Background: an optimization exercise with open tools, aiming at small area. Do not read the settings as production practice. Function was checked by simulation only, so behaviour that the tests miss may differ from the original. Power figures rest on the tool's default switching activity, not on a simulated workload.

===== design.v =====
module quadChannelCounter(
	input clock50Mhz,
	input init,
	input key_restart,
	output READ,
	output nCS,
	output nRESET,
	output nLDAC,
	output [1:0]dac_chn_out,
	output [11:0]dac_data_out,
	input  wire [7:0]host_addr,
	input  wire      host_addr_write,
	input  wire [7:0]host_wdata,
	input  wire      host_write,
	input  wire [31:0]host_wdata32,
	input  wire      host_write32,
	input  wire      host_start_step,
	output wire [7:0]host_rdata,
	output wire      stop_step,
	output wire [31:0]time_count,
	output wire [31:0]ch0_count,
	output wire [31:0]ch1_count,
	output wire [31:0]ch2_count,
	output wire [31:0]ch3_count,
	input [3:0]count
);
wire clk = clock50Mhz;
localparam [3:0] C_D0 = 4'd0, C_INIT0 = 4'd1,
                 C_R0 = 4'd2, C_R1 = 4'd3,
                 C_SW0 = 4'd4, C_SW1 = 4'd5,
                 C_S320 = 4'd6, C_S321 = 4'd7,
                 C_AD0 = 4'd8, C_AD1 = 4'd9;
reg [3:0] c_state;
reg [15:0] c_cnt;
reg reset_out;      
reg sw_out;         
reg sw_out32;       
reg [7:0] addr;
reg [15:0] wlatch;
reg wdata_is2;
wire [7:0] wdata = wlatch[7:0];
wire [15:0] wdata32 = wlatch;
wire c_cnt_nz = |c_cnt;
wire c_r1 = c_state == C_R1;
wire c_sw1 = c_state == C_SW1;
wire c_s321 = c_state == C_S321;
wire c_ad1 = c_state == C_AD1;
wire c_init0 = c_state == C_INIT0;
always @(posedge clk) begin
	case (c_state)
		C_D0: begin
			reset_out <= 1'b0;
			sw_out <= 1'b0;
			sw_out32 <= 1'b0;
			if (host_addr_write)
				c_state <= C_AD0;
			else if (host_write32)
				c_state <= C_S320;
			else if (host_write)
				c_state <= C_SW0;
			else if (!key_restart || (addr == 8'h01 && wdata_is2))
				c_state <= C_R0;
		end
		C_INIT0: c_state <= C_D0;
		C_R0: c_state <= C_R1;
		C_SW0, C_S320, C_AD0: c_state <= c_state + 4'd1;
		C_R1, C_SW1, C_S321, C_AD1: begin
			if (c_cnt_nz) begin
				if (c_r1) reset_out <= 1'b1;
				if (c_sw1) sw_out <= 1'b1;
				if (c_s321) sw_out32 <= 1'b1;
			end else
				c_state <= C_D0;
		end
		default: c_state <= C_D0;
	endcase
	if (init) begin
		c_state <= C_INIT0;
		reset_out <= 1'b0;
		sw_out <= 1'b0;
		sw_out32 <= 1'b0;
	end
end
always @(posedge clk) begin
	if (c_state == C_R0)
		c_cnt <= 16'hc65e;
	else if (c_state == C_SW0 || c_state == C_S320 || c_state == C_AD0)
		c_cnt <= 16'h9b06;
	else
		c_cnt <= {c_cnt[14:0], ~(c_cnt[15] ^ c_cnt[13] ^ c_cnt[12] ^ c_cnt[10])};
end
always @(posedge clk) begin
	if (init | c_init0 | ((c_r1 | c_ad1) & c_cnt_nz))
		addr <= host_addr & {8{c_ad1 & ~init}};
	if (init | (c_sw1 & c_cnt_nz))
		wdata_is2 <= (host_wdata == 8'h02) & ~init;
	wlatch[7:0] <= ({8{c_sw1 & c_cnt_nz}} & host_wdata) |
	               ({8{c_s321 & c_cnt_nz}} & host_wdata32[7:0]) |
	               ({8{~((c_sw1 | c_s321) & c_cnt_nz)}} & wlatch[7:0]);
	if (c_s321 & c_cnt_nz)
		wlatch[15:8] <= host_wdata32[15:8];
end
reg [7:0] d_ram0;           
reg [7:0] d_ram1;           
reg [7:0] d_ram2;           
reg [63:0] d_ramx;          
reg [1:0] ch;
reg [7:0] d_dout;
wire d_reset = reset_out | d_ram0[0];
reg [1:0] ch_dec;
always @* begin
	case (d_ram2[7:4])
		4'b0100: ch_dec = 2'b01;
		4'b0010: ch_dec = 2'b10;
		4'b0001: ch_dec = 2'b11;
		default: ch_dec = 2'b00;
	endcase
end
wire a_47 = addr == 8'h47;
wire w32 = sw_out32 & a_47;
wire d_clr = d_reset | init;
wire [7:0] d_wd = wdata & {8{~d_clr}};
wire d_w24 = sw_out & (addr == 8'h24);
wire d_w25 = sw_out & (addr == 8'h25);
wire d_range = (addr >= 8'h02 && addr <= 8'h09) || (addr >= 8'h23 && addr <= 8'h25) ||
               addr == 8'h47 || addr == 8'h48;
wire k_range = (addr >= 8'h26) && (addr <= 8'h3b);
reg [7:0] rd;
integer i;
always @(posedge clk) begin
	for (i = 0; i < 8; i = i + 1)
		if (init | (sw_out & (addr == 8'h02 + i)))
			d_ramx[i*8 +: 8] <= wdata & {8{~init}};
	if (d_clr | (sw_out & (addr == 8'h23)))
		d_ram0 <= d_wd;
	d_ram1 <= ({8{~d_clr & w32}} & wdata32[7:0]) |
	          ({8{~d_clr & ~w32 & d_w24}} & wdata) |
	          ({8{~d_clr & ~w32 & ~d_w24}} & d_ram1);
	d_ram2 <= ({8{d_clr}} & 8'h88) |
	          ({8{~d_clr & w32}} & wdata32[15:8]) |
	          ({8{~d_clr & ~w32 & d_w25}} & wdata) |
	          ({8{~d_clr & ~w32 & ~d_w25}} & d_ram2);
	if (init | (sw_out & (addr == 8'h25)) | w32)
		ch <= ch_dec & {2{~init}};
	if (init | d_range)
		d_dout <= rd & {8{~init}};
end
assign dac_chn_out = ch;
assign dac_data_out = {d_ram2[3:0], d_ram1};
localparam [3:0] S_INIT = 4'd0, S_IDLE = 4'd1, S_RESET0 = 4'd2, S_RESET1 = 4'd3,
                 S_FIN0 = 4'd4, S_FIN1 = 4'd5, S_WRITE0 = 4'd6, S_WRITE1 = 4'd7,
                 S_WRITE2 = 4'd8, S_WRITE3 = 4'd9, S_DLY0 = 4'd10, S_DLY1 = 4'd11;
reg [3:0] s_state;
reg [3:0] s_cnt;
reg s_read;           
reg s_ncs;
reg s_nreset;
wire s_cnt_nz = |s_cnt;
wire start_counter = s_state == S_FIN1;
always @(posedge clk) begin
	case (s_state)
		S_FIN0: s_cnt <= 4'd5;
		S_RESET0: s_cnt <= 4'd3;
		S_DLY0: s_cnt <= 4'd10;
		S_WRITE0: s_cnt <= 4'd3;
		S_WRITE1: s_cnt <= s_cnt_nz ? s_cnt - 4'd1 : 4'd3;
		S_WRITE2: s_cnt <= s_cnt_nz ? s_cnt - 4'd1 : 4'd4;
		default: s_cnt <= s_cnt - 4'd1;
	endcase
end
always @(posedge clk) begin
	if (d_reset) s_state <= S_RESET0;
	case (s_state)
		S_INIT: begin
			s_read <= 1'b1;
			s_ncs <= 1'b1;
			s_nreset <= 1'b1;
			s_state <= S_IDLE;
		end
		S_IDLE: begin
			if (host_start_step) s_state <= S_FIN0;
			else if (sw_out) s_state <= S_DLY0;
			else s_state <= S_IDLE;
		end
		S_FIN0: begin
			s_state <= S_FIN1;
		end
		S_FIN1: begin
			if (!s_cnt_nz) begin
				s_state <= S_IDLE;
			end
		end
		S_RESET0: begin
			s_nreset <= 1'b0;
			s_state <= S_RESET1;
		end
		S_RESET1: begin
			if (!s_cnt_nz) s_state <= S_INIT;
		end
		S_DLY0: begin
			s_state <= S_DLY1;
		end
		S_DLY1: begin
			if (!s_cnt_nz) s_state <= S_WRITE0;
		end
		S_WRITE0: begin
			s_read <= 1'b0;
			s_state <= S_WRITE1;
		end
		S_WRITE1: begin
			if (!s_cnt_nz) begin
					s_ncs <= 1'b0;
				s_state <= S_WRITE2;
			end
		end
		S_WRITE2: begin
			if (!s_cnt_nz) begin
				s_ncs <= 1'b1;
				s_state <= S_WRITE3;
			end
		end
		S_WRITE3: begin
			if (!s_cnt_nz) begin
				s_read <= 1'b1;
				s_state <= host_start_step ? S_FIN0 : S_IDLE;
			end
		end
		default: s_state <= S_IDLE;
	endcase
	if (init) begin
		s_state <= S_INIT;
		s_read <= 1'b1;
		s_ncs <= 1'b1;
		s_nreset <= 1'b1;
	end
end
assign READ = s_read;
assign nLDAC = s_read;
assign nCS = s_ncs;
assign nRESET = s_nreset;
localparam [2:0] K_INIT = 3'd0, K_IDLE = 3'd1, K_WRITE = 3'd2, K_COUNT = 3'd3,
                 K_DELAY = 3'd4, K_END = 3'd5;
reg [2:0] k_state;
reg [7:0] k_ram0;             
reg [7:0] k_ram1;             
reg [159:0] k_res;            
reg [13:0] sec;
reg [7:0] secTime;
reg stop;
reg [7:0] k_dout;
reg [3:0] sig_s1, sig_s2;
wire [3:0] rise = sig_s1 & ~sig_s2;
reg [31:0] cnt1, cnt2, cnt3, cnt_time;
always @(posedge clk) begin
	sig_s1 <= count;
	sig_s2 <= sig_s1;
end
wire k_R = reset_out | k_ram0[0];
wire [13:0] sec_step = {sec[12:0], ~(sec[13] ^ sec[12] ^ sec[11] ^ sec[1])};
wire sec_9 = sec[8];
wire sec_100 = ~sec[13] & ~sec[3] & sec[2] & ~sec[1] & ~sec[0];
wire sec_9999 = sec[13] & ~sec[12] & ~sec[10] & sec[8] & sec[7] & ~sec[6] &
                sec[5] & sec[4] & ~sec[3] & sec[2] & ~sec[1] & sec[0];
wire k_clr = (k_state == K_DELAY) & sec_9;
function automatic [31:0] count32(input [31:0] q, input en, input clr);
	integer b;
	reg t;
	begin
		t = en;
		for (b = 0; b < 32; b = b + 1) begin
			count32[b] = ~clr & (q[b] ^ t);
			t = t & q[b];
		end
	end
endfunction
always @(posedge clk) begin
	cnt1 <= count32(cnt1, rise[1] & k_ram0[6], k_clr);
	cnt2 <= count32(cnt2, rise[2] & k_ram0[5], k_clr);
	cnt3 <= count32(cnt3, rise[3] & k_ram0[4], k_clr);
	cnt_time <= count32(cnt_time, rise[0], k_clr);
end
wire k_init = k_state == K_INIT;
wire k_rclr = init | k_init;
wire k_wr = k_state == K_WRITE;
wire k_copy = (k_state == K_COUNT) & ~(|secTime) & ~init;
wire [7:0] k_wd = wdata & {8{~k_rclr}};
wire [159:0] k_cnt = {cnt3, cnt2, cnt1, cnt_time, cnt_time};
always @(posedge clk) begin
	if (k_rclr | (k_wr & (addr == 8'h26)))
		k_ram0 <= k_wd;
	if (k_rclr | (k_wr & (addr == 8'h27)))
		k_ram1 <= k_wd;
	if (init | ((k_state == K_IDLE) & k_range))
		k_dout <= rd & {8{~init}};
end
reg k_ld;
always @(posedge clk) begin
	for (i = 0; i < 20; i = i + 1) begin
		k_ld = k_rclr | (k_wr & (addr == 8'h28 + i));
		k_res[i*8 +: 8] <= ({8{k_copy & (i >= 4 || k_ram0[7])}} & k_cnt[i*8 +: 8]) |
		                   ({8{~k_copy & k_ld}} & k_wd) |
		                   ({8{~k_copy & ~k_ld}} & k_res[i*8 +: 8]);
	end
end
wire sec_run = ((k_state == K_DELAY) & ~sec_9) |
               ((k_state == K_COUNT) & (|secTime) & ~sec_9999) |
               ((k_state == K_END) & ~sec_100);
always @(posedge clk) begin
	sec <= sec_run ? sec_step : 14'd0;
	secTime <= ({8{k_state == K_DELAY}} & k_ram1) |
	           ({8{(k_state == K_COUNT) & sec_9999}} & (secTime - 8'd1)) |
	           ({8{(k_state != K_DELAY) & ~((k_state == K_COUNT) & sec_9999)}} & secTime);
end
always @(posedge clk) begin
	case (k_state)
		K_INIT: begin
			stop <= 1'b0;
			k_state <= K_IDLE;
		end
		K_IDLE: begin
			if (sw_out) k_state <= K_WRITE;
			else if (start_counter) k_state <= K_DELAY;
			else if (k_R) k_state <= K_INIT;
		end
		K_WRITE: k_state <= K_IDLE;
		K_DELAY: begin
			if (sec_9) begin
				k_state <= K_COUNT;
			end else if (k_R)
				k_state <= K_INIT;
		end
		K_COUNT: begin
			if (|secTime) begin
				if (k_R) k_state <= K_INIT;
			end else begin
				stop <= 1'b1;
				k_state <= K_END;
			end
		end
		K_END: begin
			if (sec_100) begin
				stop <= 1'b0;
				k_state <= K_IDLE;
			end else if (k_R)
				k_state <= K_INIT;
		end
		default: ;
	endcase
	if (init) begin
		k_state <= K_INIT;
		stop <= 1'b0;
	end
end
assign stop_step = stop;
assign ch0_count = k_res[31:0];
assign time_count = k_res[63:32];
assign ch1_count = k_res[95:64];
assign ch2_count = k_res[127:96];
assign ch3_count = k_res[159:128];
integer j;
always @* begin
	rd = 8'h00;
	for (j = 0; j < 8; j = j + 1)
		rd = rd | (d_ramx[j*8 +: 8] & {8{addr == 8'h02 + j}});
	rd = rd | (d_ram0 & {8{addr == 8'h23}});
	rd = rd | (d_ram1 & {8{addr == 8'h24 || addr == 8'h47}});
	rd = rd | (d_ram2 & {8{addr == 8'h25 || addr == 8'h48}});
	rd = rd | (k_ram0 & {8{addr == 8'h26}});
	rd = rd | (k_ram1 & {8{addr == 8'h27}});
	for (j = 0; j < 20; j = j + 1)
		rd = rd | (k_res[j*8 +: 8] & {8{addr == 8'h28 + j}});
end
reg [7:0] rdata;
always @* begin
	if (addr == 8'h00) rdata = 8'h10;
	else if (d_range) rdata = d_dout;
	else if (k_range) rdata = k_dout;
	else rdata = 8'h00;
end
assign host_rdata = rdata;
endmodule

===== flow/run.sh =====
#!/bin/bash
# Layout flow: the standard ORFS layout (standard.sh) with three changes.
# 1. Synthesis runs synth_recipe.tcl behind the prelude flow/area_synth.tcl:
#    adders are left to ABC and ABC maps for area (flow/area.abc).
# 2. Port buffers use the smallest buffer cell, buf_1.
# 3. Clock-tree synthesis uses clkbuf_4 clusters and no dummy loads.
# Each tool's log is under orfs/logs/; make's output goes to standard_make.log.
set -euo pipefail
cd "$(dirname "$0")/.."
W=$PWD
{
	echo "set ::my_area_abc $W/flow/area.abc"
	cat flow/area_synth.tcl
	cat synth_recipe.tcl
} > area_synth_recipe.tcl
CTS="-sink_clustering_enable -repair_clock_nets -dont_use_dummy_load"
CTS="$CTS -buf_list sky130_fd_sc_hd__clkbuf_4"
CTS="$CTS -sink_clustering_size 9 -sink_clustering_max_diameter 40"
bash standard.sh \
	"SYNTH_SCRIPT=$W/area_synth_recipe.tcl" \
	"BUFFER_PORTS_ARGS=-buffer_cell sky130_fd_sc_hd__buf_1" \
	"CTS_ARGS=$CTS" \
	finish > standard_make.log 2>&1

===== flow/area.abc =====
&get -n
&st
&dch -f
&nf -R 1000 -p -C 32 -F 8
&st
&dch -f
&nf -R 1000 -p -C 32 -F 8
&put
topo

===== flow/area_synth.tcl =====
# Prelude to the standard flow's synthesis script (synth_recipe.tcl), which run.sh puts in
# front of it. Two changes to the standard synthesis, both after the registers
# are mapped, so the registers, their names and their cell types stay the same:
# - no half/full-adder extraction: ABC maps the adders with the other logic;
# - ABC runs an area-oriented script (flow/area.abc) instead of the speed one.
set ::env(ADDER_MAP_FILE) ""
proc abc {args} {
	set i [lsearch -exact $args -script]
	if {$i >= 0} {
		lset args [expr {$i + 1}] $::my_area_abc
	}
	yosys abc {*}$args
}

===== standard.sh =====
#!/bin/bash
# synth_recipe.tcl (not shown) runs the flow's synth.tcl, then flattens the netlist and writes it again
# the make line also repeats each setting of config.mk as NAME=value (left out here)
make -C /OpenROAD-flow-scripts/flow DESIGN_CONFIG=/design/flow/config.mk WORK_HOME=/design/flow/orfs CLKGATE_MAP_FILE= SYNTH_SCRIPT=/design/flow/synth_recipe.tcl "${@:-finish}"

===== config.mk =====
export PLATFORM = sky130hd
export DESIGN_NAME = quadChannelCounter
export DESIGN_NICKNAME = quadChannelCounter
export VERILOG_FILES = /design/flow/design.v
export SDC_FILE = /design/flow/constraint.sdc
export NUM_CORES = 4
export LEC_CHECK = 0
export CAP_MARGIN = 20
export CORE_MARGIN = 2
export CORE_UTILIZATION = 65
export PLACE_DENSITY = 0.75
export SLEW_MARGIN = 20

===== constraint.sdc =====
create_clock -name core_clock -period 10.0 [get_ports {clock50Mhz}]
set_input_delay 2.0000 -clock core_clock [delete_from_list [all_inputs] [get_ports {clock50Mhz}]]
set_output_delay 2.0000 -clock core_clock [all_outputs]
set_load 0.01 [all_outputs]

==> results.txt <==
==> cell families after synthesis <==
| kind of cell | after synthesis | synth area share, % |
|---|---|---|
| AOI/OAI and AO/OA | 673 | 23.6 |
| xor gates and xnor gates | 15 | 0.685 |
| and+or+nand+nor | 623 | 15.9 |
| buffers and inverters | 42 | 0.919 |
| DFF | 503 | 58.9 |
==> registers in the layout, indices dropped and copies added, names as in the netlist, 14 cells and up <==
register / flops
sec: 14
k_res: 160
cnt2: 32
wlatch: 16
cnt1: 32
cnt3: 32
cnt_time: 32
d_ramx: 64
c_cnt: 16
==> cell type report <==
type | count | area, sq um
flip-flops and latches | 503 | 11300
clock buffers | 68 | 510
well taps | 384 | 480
inverters | 37 | 139
diodes | 1 | 2.50
repair buffers | 251 | 1020
fillers | 2199 | 7650
multi-input cells | 1311 | 7750
==> power by group through the flow <==
stage                     sequential [mW]  combinational (mW)  clock (mW)
after global placement               2.65               0.779           0
after floorplan                      2.58               0.505           0
final                                2.64               0.842       0.971
after global routing                 2.66               0.905        1.05
after CTS                            2.62               0.812       0.960
after detailed placement             2.66               0.808           0
==> worst min path at each step <==
stage	startpoint	endpoint	slack [ns]	depth (start not counted)
floorplan	sig_s1[2]	sig_s2[2]	0.33	0
global route	sig_s1[2]	sig_s2[2]	0.37	0
detailed placement	sig_s1[2]	sig_s2[2]	0.35	0
finish	sig_s1[2]	sig_s2[2]	0.36	0
CTS	sig_s1[2]	sig_s2[2]	0.36	0
global placement	sig_s1[2]	sig_s2[2]	0.34	0
==> layer usage <==
layer / wire length, microns / vias to the layer above / GRT usage, %
met4: 4240 / 0 / 22.7
li1: - / 7861 / -
met1: 23800 / 8479 / 57.2
met3: 11000 / 343 / 14.1
met5: 0 / - / 0
met2: 28400 / 1606 / 62.2
==> metrics by stage <==
step	utilization [%]	worst slack, ns	instance area [sq um]	hold slack, ns	std cells
2_1_floorplan	-	2.41	19200	0.331	1856
3_3_place_gp	71.7	4.45	20700	0.338	2486
3_5_place_dp	71.7	4.25	20700	0.347	2486
4_1_cts	73.4	4.01	21200	0.362	2554
5_1_grt	73.5	3.56	21200	0.371	2555
6_report	73.5	3.88	21200	0.359	2555
==> cell usage in the layout, fill, tap and decap left out, types with 44 or more instances in the layout <==
cell and n:
clkbuf_4 68, nand2_1 159, nor2_1 150, a222oi_1 69, and2_0 54, buf_1 229, o21ai_0 212, nor3_1 61
and3_1 44, a21oi_1 132, edfxtp_1 123, dfxtp_1 380, a22oi_1 108
==> worst max-delay path, cell delays in order, from the launching register on <==
cell       delay [ns]
edfxtp_1         0.41
nor2_1           0.44
nand2_1          0.31
nor3b_2          0.89
a31oi_1          0.08
o2111ai_1        0.71
a22oi_1          0.15
o21ai_0          0.20
buf_1            0.21
==> out/metrics.yaml <==
grt_max_degree: 108
cts_tree: "built"
relSlewSlack_pct: 24.2
crit_type: "flop to output port"
hpwl_microns: 46900
vias: 18300
worstPathRequired_ns: 8.00
syn_area_sq_um: 19200
start_util_pct: 66.5
die_h_microns: 176
post-cts-setup-buffer-count: 0
p_comb_share_pct: 18.9
synth_warnings: 1
wl_per_cell_microns: 26.4
hold_viol_final: 0
switchingPower_mw: 1.50
seqPwrFrac_pct: 59.3
place_congestion: 1.00
max_freq_mhz: 163
synth.avg_cell_area_sq_um: 10.3
synth-main-ff-cell: "dfxtp_1"
clockBufferDepth: 3
postSynthCellCount: 1856
reg2reg_to: "cnt3[31]"
setup_viol: 0
synthTopCellsByArea: "dfxtp_1, edfxtp_1, o21ai_0, a22oi_1, a222oi_1"
yosysMostFrequentCell: "dfxtp_1"
cts_resized: 0
grt_usage_pct: 42.9
startpoint: "addr[6]"
yosys_register_bits: 503
setup.worst_path.start_class: "flop"
p_int_mw: 2.96
syn2layout_area_growth_pct: 10.5
p_leak_nw: 7.52
synth_commonest_cells: "dfxtp_1, o21ai_0, nand2_1"
routed_via_density: 7.16
drt_wl_total_microns: 67400
clock-sinks: 503
antenna_found_initial: 1
grt_pass1_vias: 16800
io_buffers: 229
rr_worst_depth: 24
tightest_slew_ns: 1.14
cts_buffers: 68
hp-class: "flop to flop"
clock-skew-final_ns: 0.0694
coreArea_sq_um: 28900
p_sw_share_pct: 33.7
die_area_sq_um: 30900
drc: 0
die_w_microns: 176
ctsHoldBuffers: 0
powerDensity_nw_per_um2: 210
core.rowCount: 62
power.total_mw: 4.46
path_clk_slew_ns: 0.09
clockRootBuffer: "clkbuf_4"
clkLatencyLatePin_ns: 0.73
min_period_over_period_pct: 61.2
synth_top_area_cell: "dfxtp_1"
drt_first_pass_iters: 12
maxCapViolCount: 0
worstPathArrival_ns: 4.12
finalMaxSlewViolations: 0
synth_cell_types: 53
h-tree-depth: 3
cp_max_fo: 10
grt_first_pass_wirelength_microns: 100000
drive_gt1_share_pct: 4.56
io_pins: 246
seq_area_frac_synth_pct: 58.9
ir_worst_vdd_v: 0.000211
timing.critical_path.to: "host_rdata[4]"
r2r-start: "k_ram0[4]"
fin_nets: 2231
synth_fp_nets: 1915
synth_enable_flop_cells: 123
period_needed_ns: 6.12
critPathCaptureType: "output port"
finalSetupTns_ns: 0
rsz0062_at_grt: "false"
r2r_slack_ns: 4.04
grt-ovfl-total: 0
drt_iter0_drc: 3401
async_reset_ff_share_pct: 0
p_clk_share_pct: 21.8
ant_nets: 0
synth_top_area_share_pct: 39.6
status: "complete, no violations"

[afterwards: timing with drivers on the ports]
Ports are ideal in the flow. The routed layout listed here was re-timed in OpenROAD. Step 1 assumes that a clkbuf_16 drives the clock port and a buf_2 every other input. Step 2 also shifts input and output timing later by t, the mid clock arrival at the registers, as if the neighbouring blocks saw the same clock. a / b / c = no drivers / after step 1 / after step 2; a / b = the first two.
shift t [ns]: 0.742
setup WS [ns]: 3.876 / 3.827 / 4.044
hold slack, ns: 0.359 / 0.359 / 0.359
worst setup path at the end: register to register
worst register clock-pin slew, ns: 0.11 / 0.11
After both steps setup and hold are still met in this run. For this run, drivers alone change the setup slack by -0.049 ns; drivers and shift together by +0.168 ns.
